This is an optimization exercise on Yosys and OpenROAD, whose aim is small area, not a production implementation.
Only simulation tests tie the RTL to the original design; equivalence was not proved.
Power is estimated from default activity; no workload was simulated.

==> flow/design.v (outline; a module is shown in full before it is edited, if it fits) <==
// module Processing_Element_R0: 123 lines
// module Processing_Element_R1: 141 lines
// module Processing_Element_R2: 141 lines
// module Processing_Element_R3: 142 lines
// module Processing_Element_R4: 143 lines
// module Processing_Element_R5: 144 lines
// module FA: 4 lines
// module FA1: 4 lines
// module Gate_XNOR2: 3 lines
// module Gate_OR2: 3 lines
// module Gate_NOR2: 3 lines
// module Gate_A21O: 3 lines
// module HA: 4 lines
// module Gate_AND2: 3 lines
// module Gate_NAND2: 3 lines
// module Gate_INV: 3 lines
// module Gate_XOR2: 3 lines
// module Gate_XOR3: 3 lines
// module Hold_Mux: 3 lines
// module Hold_Mux_S: 3 lines
// module Hold_Mux_N: 3 lines
// module Hold_Mux_I: 5 lines
// module Normalization: 103 lines
// module Shift_Decode: 27 lines
// module Shift_Thermometer: 8 lines
// module Norm_Flags: 13 lines
// module Norm_Range: 18 lines
// module Gate_MUX2I: 3 lines
// module Gate_ANDN: 3 lines
// module Gate_ORN: 3 lines
// module Systolic_MMU_Top: 1472 lines
module Systolic_MMU_Top (
    input  wire        CLK,
    input  wire        ASYNC_RST,
    input  wire        SYNC_RST,
    input  wire        EN,
    input  wire        LOAD,
    input  wire [47:0] Inputs,
    input  wire [7:0]  ShiftAmmount,
    input  wire [7:0]  Z,
    output wire [47:0] Out
);
  // ...
==> flow/run.sh <==
#!/bin/bash
# synth_recipe.tcl (not shown) runs the flow's synth.tcl, then flattens the netlist and writes it again
# the make line also repeats each setting of config.mk as NAME=value (left out here)
make -C /OpenROAD-flow-scripts/flow DESIGN_CONFIG=/design/flow/config.mk WORK_HOME=/design/flow/orfs CLKGATE_MAP_FILE= SYNTH_SCRIPT=/design/flow/synth_recipe.tcl finish
==> flow/config.mk <==
export PLATFORM = sky130hd
export DESIGN_NAME = Systolic_MMU_Top
export DESIGN_NICKNAME = Systolic_MMU_Top
export VERILOG_FILES = /design/flow/design.v
export SDC_FILE = /design/flow/constraint.sdc
export NUM_CORES = 4
export LEC_CHECK = 0
export CAP_MARGIN = 20
export CORE_MARGIN = 2
export CORE_UTILIZATION = 55
export CTS_BUF_LIST = sky130_fd_sc_hd__clkbuf_16
export CTS_CLUSTER_DIAMETER = 60
export CTS_CLUSTER_SIZE = 30
export SLEW_MARGIN = 20
export SYNTH_HIERARCHICAL = 1
==> flow/constraint.sdc <==
create_clock -name core_clock -period 12.0 [get_ports {CLK}]
set_input_delay 2.4000 -clock core_clock [delete_from_list [all_inputs] [get_ports {CLK}]]
set_output_delay 2.4000 -clock core_clock [all_outputs]
set_load 0.01 [all_outputs]
==> flow_summary.json, run 1 <==
{
  "status": "timing/DRC/antenna clean",
  "hold_viol_final": 0,
  "grt_util_met1_pct": 37.1,
  "met2_usage_pct": 43.6,
  "p_sw_share_pct": 32.4,
  "grt_use_met3_pct": 3.04,
  "clk-insertion-delay-late_ps": 850,
  "dp_hpwl_um": 211000,
  "total_switching_power_mw": 5.10,
  "critPathArrivalTime_ps": 9240,
  "met3_length_um": 11500,
  "drv_slew": 0,
  "drt_wl_total_um": 292000,
  "worstHoldStart": "sk_2_1[6]",
  "synth_simple_gate_area_share_pct": 9.64,
  "synth-seq-area-share_pct": 34.0,
  "crit_type": "input port to output port",
  "timing.final.ws_setup_ps": 361,
  "dp_cells": 12733,
  "final_antenna_net_count": 0,
  "final_cell_mix": "fa_1, nand2_1, dfrtp_1",
  "min_to": "sk_2_2[6]",
  "peakVddDrop_mv": 0.129,
  "powerSeq_mw": 6.43,
  "comb_power_share_pct": 24.9,
  "multi_input_area_share_pct": 59.7,
  "path_buf_inv": 5,
  "cp-start-kind": "input port",
  "avgSynthCellArea_um2": 13.0,
  "synth_area_leaders": "fa_1, dfrtp_1, a22o_1",
  "n_all_inverters": 230,
  "die_w_um": 479,
  "pg_comb_mw": 3.92,
  "rsz0062_at_grt": "true",
  "cts-root-buf": "clkbuf_16",
  "drt_iter0_drc": 4772,
  "dr_wl_met2_um": 143000,
  "synthMuxAreaShare_pct": 2.85,
  "multi_input_area_um2": 81100
}
==> run 2, diff against run 1 <==
--- a/flow/config.mk
+++ b/flow/config.mk
@@ -9,7 +9,8 @@
 export CORE_MARGIN = 2
 export CORE_UTILIZATION = 55
 export CTS_BUF_LIST = sky130_fd_sc_hd__clkbuf_16
-export CTS_CLUSTER_DIAMETER = 60
+export CTS_CLUSTER_DIAMETER = 100
 export CTS_CLUSTER_SIZE = 30
+export PLACE_DENSITY = 0.75
 export SLEW_MARGIN = 20
 export SYNTH_HIERARCHICAL = 1
==> run 2 against run 1 <==
Still clean on timing, DRC and antenna. Fmax decreased by 0.99%. Total power is 13% lower. Hold slack improved by 8.5 ps. Core utilization is 1.2 points lower. Sequential power hardly changed. First-iteration DRC count rose by 29%. Cell count down 1.1%. Critical endpoint is now Out[32]. Largest cell class unchanged. Highest routed layer is now met5.
==> flow_summary.json, run 2 <==
{
  "antenna_found_initial": 3,
  "finalSetupViolCount": 0,
  "cp-start-kind": "input port",
  "fillers": 17727,
  "row_count": 174,
  "final_util_pct": 59.3,
  "area_delta_synth_final_pct": 7.27,
  "hold_viol_final": 0,
  "cts_inserted_buffers": 76,
  "dr.max_layer_used": "met5",
  "portBuffers": 116,
  "rr_worst_depth": 20,
  "viasPerCell": 6.16,
  "p_total_mw": 13.7,
  "final_cells": 12883,
  "cts_hold_buf": 0,
  "synth_cell_type_count": 52,
  "grt_overflow": 0,
  "drc": 0,
  "h-tree-depth": 3,
  "maxCapViolCount": 0,
  "synth_top_area_share_pct": 36.1,
  "cts_tree": "built",
  "fin_nets": 12408,
  "post-synth-top-count-cell": "fa_1",
  "synth-seq-area-share_pct": 34.0,
  "cts.sinks": 1680,
  "finalCriticalPeriod_ps": 11760,
  "worstHoldStart": "d_1_2[3]",
  "dp_cells": 12725,
  "drt_iter0_drc": 6140,
  "final_cell_mix": "fa_1, nand2_1, dfrtp_1",
  "avgSynthCellArea_um2": 13.0,
  "fin_worst_skew_ps": 42.4,
  "drive_above_1_share_pct": 4.34,
  "slowest_stage": "clkdlybuf4s50_1",
  "timing.final.ws_setup_ps": 244,
  "synth-seq-cells": 1680,
  "p_leak_nw": 53.6,
  "slowest_delay_ps": 480,
  "dp_hpwl_um": 210000,
  "coreArea_um2": 225000,
  "power_density_nw_per_um2": 103,
  "clock.fmax_mhz": 85.1,
  "worst_ep_required_time_ps": 9600,
  "hold_class": "flop to flop",
  "first_pass_iters": 5,
  "dr_wl_met2_um": 145000,
  "initial_core_util_pct": 55.2,
  "pwr-share-seq_pct": 46.9,
  "status": "timing/DRC/antenna clean",
  "yosysWarnings": 7,
  "io_pins": 117,
  "synth_common_cells": "fa_1, nand2_1, dfrtp_1, a22o_1, and2_1",
  "final_antenna_net_count": 0,
  "comb_power_share_pct": 28.8,
  "dr_total_vias": 79345,
  "routabilityCongestion": 0.881,
  "crit_top_cell": "fa_1",
  "reg2reg_from": "sk_5_5[0]",
  "total_switching_power_mw": 4.48,
  "p_int_mw": 9.23,
  "met3_length_um": 13700,
  "peakVddDrop_mv": 0.107,
  "syn_nets": 12114,
  "grt_pass1_vias": 86000,
  "track_usage_pct": 25.5,
  "final_common_cell": "fa_1",
  "clk_path_buf_depth": 3,
  "grt_pass1_wl_um": 476000,
  "die_area_um2": 229000,
  "synthArstFlopShare_pct": 100,
  "cp_max_fo": 17,
  "synth_top_area_cell": "fa_1",
  "relSlewSlack_pct": 13.5,
  "hold_depth": 1,
  "p_sw_share_pct": 32.7,
  "max_slew.worst_pin.slew_ps": 1290,
  "yosys_most_used_dff": "dfrtp_1",
  "grt_max_degree": 239,
  "die_height_um": 479,
  "synth_area_um2": 124000,
  "final.period_utilization_pct": 98.0,
  "drv_slew": 0,
  "timing.hold.ws_ps": 487,
  "drt_wl_total_um": 288000,
  "die_w_um": 479,
  "end_kind": "output port",
  "routedWlPerCell_um": 22.3,
  "syn_inst": 9536,
  "synth_area_leaders": "fa_1, dfrtp_1, a22o_1",
  "p_clk_share_pct": 24.4,
  "min_to": "d_1_3[3]",
  "critPathArrivalTime_ps": 9360,
  "clkTransAtPathRegs_ps": 110,
  "r2r_end": "pn_5_0[17]",
  "clk-insertion-delay-late_ps": 780,
  "crit_type": "input port to output port",
  "rrSetupSlack_ps": 4000,
  "synth_edf_count": 0,
  "cts-root-buf": "clkbuf_16",
  "wl_met1_um": 124000,
  "pre_cts_slack_ps": 273
}
==> run 2: cell count changes in the layout (fill, tap and decap cells not counted), moves of 6 or more <==
cell        change
inv_16          -6
clkinv_4        -7
inv_6           -8
inv_12          -7
clkbuf_16      -70
buf_4           -7
inv_1          +14
clkinv_8       -16
inv_8          -17
clkinvlp_4      -8
bufinv_16       -7
==> run 2: layout make-up <==
| type | instances | area, um2 | area share [%] |
|---|---|---|---|
| timing repair buffer | 221 | 2460 | 1.84 |
| tap | 2992 | 3740 | 2.81 |
| sequential | 1680 | 42200 | 31.7 |
| clock buffer | 77 | 1930 | 1.45 |
| antenna | 1 | 2.50 | 0.00188 |
| clock inverter | 61 | 719 | 0.540 |
| multi-input combinational | 7621 | 81200 | 61.0 |
| inverter | 230 | 868 | 0.652 |
==> run 2: worst max-delay path by stage <==
stage | start | end | cells past startpoint
after floorplan | EN | pn_0_0[0] | 4
after CTS | ShiftAmmount[4] | Out[32] | 27
final | ShiftAmmount[4] | Out[32] | 29
after global routing | ShiftAmmount[4] | Out[32] | 29
after detailed placement | ShiftAmmount[6] | Out[32] | 24
after global placement | ShiftAmmount[6] | Out[7] | 24
==> run 2: through the flow <==
step | cell area [um2] | setup TNS, ps
after detailed placement | 130000 | 0
after global placement | 130000 | 0
final | 133000 | 0
after floorplan | 124000 | -7151760
after CTS | 133000 | 0
after global routing | 133000 | -46.9
==> run 2: kinds of logic (layout without fill, tap and decap cells) <==
logic type      Yosys count  count (layout)  synth area share, %
xor+xnor                 78              78                0.550
other cells               0               1                    0
flops                  1680            1680                 34.0
fa+ha+maj              2509            2509                 38.8
buf+inv                 235             589                0.719
compound gates         1936            1936                 13.4
simple gates           2744            2744                 9.64
mux                     354             354                 2.85
==> run 2: power by group through the flow <==
| stage | logic, mW | clock network (mW) | registers, mW |
|---|---|---|---|
| 4_1_cts | 3.91 | 3.43 | 6.43 |
| 5_1_grt | 4.39 | 3.64 | 6.48 |
| 2_1_floorplan | 2.58 | 0 | 6.38 |
| 3_5_place_dp | 3.90 | 0 | 6.54 |
| 6_report | 3.95 | 3.34 | 6.43 |
| 3_3_place_gp | 3.73 | 0 | 6.52 |
==> run 2: routing by layer <==
layer	global-route usage [%]	vias to the layer above
li1	-	33909
met1	35.7	42592
met2	43.5	2425
met3	2.46	415
met4	5.84	4
met5	0	-
==> run 2: per-module statistics from Yosys (local to each module, per instance), a selection <==
module,times used,flip-flops and latches
Norm_Range,6,0
Gate_AND2,504,0
Shift_Thermometer,1,0
Gate_XNOR2,66,0
Gate_MUX2I,354,0
Gate_NAND2,1842,0
Norm_Flags,6,0
Shift_Decode,1,0
Gate_A21O,156,0
HA,258,0
==> run 2: worst max-delay path, delay by kind of cell <==
| kind | cells | cell delay (ps) |
|---|---|---|
| simple gates | 5 | 850 |
| mux | 5 | 850 |
| fa+ha+maj | 9 | 3020 |
| buf+inv | 7 | 1580 |
| compound gates | 3 | 640 |
==> run 2: timing repair <==
action	CTS	global route
gates resized for setup	0	25
endpoints found under the setup margin	0	48
setup buffers	0	11
==> run 3, diff against run 2 <==
--- a/flow/config.mk
+++ b/flow/config.mk
@@ -11,6 +11,5 @@
 export CTS_BUF_LIST = sky130_fd_sc_hd__clkbuf_16
 export CTS_CLUSTER_DIAMETER = 100
 export CTS_CLUSTER_SIZE = 30
-export PLACE_DENSITY = 0.75
 export SLEW_MARGIN = 20
 export SYNTH_HIERARCHICAL = 1
==> run 3 against run 2 <==
Clock power up 5%. Die area stayed put. Sequential power about the same. Highest routed layer is now met4. Cell area hardly changed. Wire length is 1.0% higher. Largest cell class unchanged. Core utilization barely moved. Register-to-register slack about the same. Critical endpoint is now Out[15]. Sequential share of layout area hardly changed. Clock skew up 27 ps. Total power up 1.1%. Flip-flop and latch count is the same. First-iteration DRC count is 21% lower.
==> flow_summary.json, run 3 <==
{
  "status": "timing/DRC/antenna clean",
  "dr_total_vias": 77582,
  "hold_viol_final": 0,
  "cts-root-buf": "clkbuf_16",
  "hold_class": "flop to flop",
  "clk_path_buf_depth": 3,
  "io_pins": 117,
  "cts_hold_buf": 0,
  "post-synth-top-count-cell": "fa_1",
  "drc": 0,
  "synth-seq-area-share_pct": 34.0,
  "final_cell_mix": "fa_1, nand2_1, dfrtp_1",
  "critPathArrivalTime_ps": 9240,
  "dpl-instance-area_um2": 130000,
  "dr.max_layer_used": "met4",
  "final_antenna_net_count": 0,
  "grt_overflow": 0,
  "fin_nets": 12411,
  "synthArstFlopShare_pct": 100,
  "pre_cts_slack_ps": 254,
  "cts_tree": "built",
  "finalCriticalPeriod_ps": 11640,
  "yosys_most_used_dff": "dfrtp_1",
  "synth_top_area_cell": "fa_1",
  "h-tree-depth": 3,
  "rsz0062_at_grt": "true",
  "power_density_nw_per_um2": 104,
  "synth_common_cells": "fa_1, nand2_1, dfrtp_1, a22o_1, and2_1",
  "path_buf_inv": 5,
  "synth_edf_count": 0,
  "slowest_stage": "clkdlybuf4s50_1",
  "clkTransAtPathRegs_ps": 110,
  "fin_worst_skew_ps": 69.7,
  "area_delta_synth_final_pct": 7.27,
  "end_kind": "output port",
  "grt_pass1_vias": 84394,
  "synth_area_leaders": "fa_1, dfrtp_1, a22o_1",
  "syn_nets": 12114,
  "final.period_utilization_pct": 97.0,
  "crit_type": "input port to output port",
  "die_area_um2": 229000,
  "cp_top_family": "adder cells",
  "grt_max_degree": 193,
  "maxCapViolCount": 0,
  "drive_above_1_share_pct": 4.31,
  "portBuffers": 116,
  "routedWlPerCell_um": 22.5,
  "row_count": 174,
  "drv_slew": 0,
  "cp_max_fo": 30,
  "synth_top_area_share_pct": 36.1,
  "final_common_cell": "fa_1",
  "initial_core_util_pct": 55.2,
  "drt_wl_total_um": 291000,
  "crit_top_cell": "fa_1",
  "fillers": 18000,
  "peakVddDrop_mv": 0.116,
  "relSlewSlack_pct": 24.2,
  "routabilityCongestion": 0.872,
  "slowest_delay_ps": 490,
  "cts_inserted_buffers": 81,
  "synth_cell_type_count": 52,
  "dp_hpwl_um": 211000,
  "cp-start-kind": "input port",
  "viasPerCell": 6.02,
  "grt_pass1_wl_um": 483000,
  "wl_met1_um": 130000,
  "first_pass_iters": 7,
  "drt_iter0_drc": 4825,
  "max_slew.worst_pin.slew_ps": 1140,
  "die_w_um": 479,
  "timing.final.ws_setup_ps": 364,
  "antenna_found_initial": 1,
  "avgSynthCellArea_um2": 13.0,
  "clock.fmax_mhz": 85.9,
  "p_leak_nw": 53.6,
  "dr_wl_met2_um": 144000,
  "yosysWarnings": 7,
  "met3_length_um": 10400,
  "die_height_um": 479,
  "coreArea_um2": 225000,
  "track_usage_pct": 26.0,
  "fin_area_um2": 133000,
  "synth-seq-cells": 1680,
  "clk-insertion-delay-late_ps": 800,
  "cts.sinks": 1680,
  "syn_inst": 9536,
  "synth_area_um2": 124000,
  "worst_ep_required_time_ps": 9600,
  "finalSetupViolCount": 0
}
## run 3: logic make-up (layout without fill, tap and decap cells)
family	Yosys count	count (layout)	share of synthesized area, %
and+or+nand+nor	2744	2744	9.64
adders and majority gates	2509	2509	38.8
AOI/OAI and AO/OA	1936	1936	13.4
DFF	1680	1680	34.0
muxes	354	354	2.85
buffers and inverters	235	598	0.719
xor gates and xnor gates	78	78	0.550
other	0	1	0
## run 3: modules after synthesis (local to each module, per instance), a selection
module	copies in the design	flip-flops and latches	cell area [um2]
FA	2238	0	20.0
Gate_OR2	66	0	6.26
Gate_NAND2	1842	0	3.75
Shift_Decode	1	0	85.1
Systolic_MMU_Top	1	1680	42300
Hold_Mux_N	108	0	8.76
Gate_A21O	156	0	7.51
Hold_Mux	1422	0	8.76
## run 3: layout make-up
type | count | area (um2) | share of cell area, %
inverters | 230 | 868 | 0.652
diodes | 1 | 2.50 | 0.00188
clock inverters | 67 | 828 | 0.622
multi-input cells | 7621 | 81100 | 60.9
clock buffers | 82 | 2050 | 1.54
well taps | 2992 | 3740 | 2.81
flip-flops and latches | 1680 | 42200 | 31.7
repair buffers | 219 | 2290 | 1.72
## run 3: worst paths after layout
kind / from / to / slack (ps) / cells after the start
max: ShiftAmmount[4] / Out[15] / 360 / 27
max in group asynchronous: ASYNC_RST / pn_3_5[16] / 8270 / 3
min reg2reg: d_1_0[13] / d_1_1[13] / 460 / 1
min in group asynchronous: ASYNC_RST / w_0_0[7] / 1470 / 1
max reg2reg: a_5_0[0] / pn_5_1[17] / 3990 / 20
min: d_1_0[13] / d_1_1[13] / 460 / 1
## run 3: repair_timing
item | 4_1_cts | 5_1_grt
buffers inserted | 0 | 7
resized for setup | 0 | 12
setup endpoints to repair | 0 | 48
## run 3: layer usage
| metal | global-route usage [%] | vias to the layer above |
|---|---|---|
| met3 | 2.33 | 355 |
| met1 | 37.2 | 41639 |
| met4 | 6.20 | 0 |
| met2 | 43.6 | 1663 |
| met5 | 0 | - |
| li1 | - | 33925 |
## run 3: report_power, final
part / switching, mW / total (mW) / internal [mW]
sequential: 0.396 / 6.43 / 6.03
combinational: 2.07 / 3.91 / 1.84
clock: 2.10 / 3.52 / 1.42
## run 3: stage by stage
step	instances	setup TNS (ps)	util, %	power, mW	hold slack (ps)
5_1_grt	12892	-8.40	59.3	14.7	469
3_3_place_gp	12732	0	57.9	10.4	462
3_5_place_dp	12733	0	57.9	10.5	469
6_report	12892	0	59.3	13.9	456
4_1_cts	12882	0	59.2	14.0	463
2_1_floorplan	9536	-7151760	-	8.96	454

-- what the ideal ports hide --
The results above use ideal ports. As a check the final layouts listed here were re-extracted and re-timed, cells and wires unchanged.
Step 1: set_driving_cell puts a clkbuf_16 on CLK and a buf_2 on each other input, an assumption about the parent block.
Step 2 adds t to the input delays and takes it off the output delays; t is the mean of the earliest and latest rising clock arrival at the registers after step 1. Input paths then give back, and output paths get back, about the clock's delay inside the block.
a / b / c = ideal / step 1 / step 2; a / b = the first two.
run	shift t [ns]	setup WS [ns]	worst setup path at the end
run 1	0.909	0.361 / 0.331 / 0.331	input to output
run 2	0.843	0.244 / 0.215 / 0.215	input to output
run 3	0.852	0.364 / 0.334 / 0.334	input to output
After both steps setup and hold are still met in every run listed.
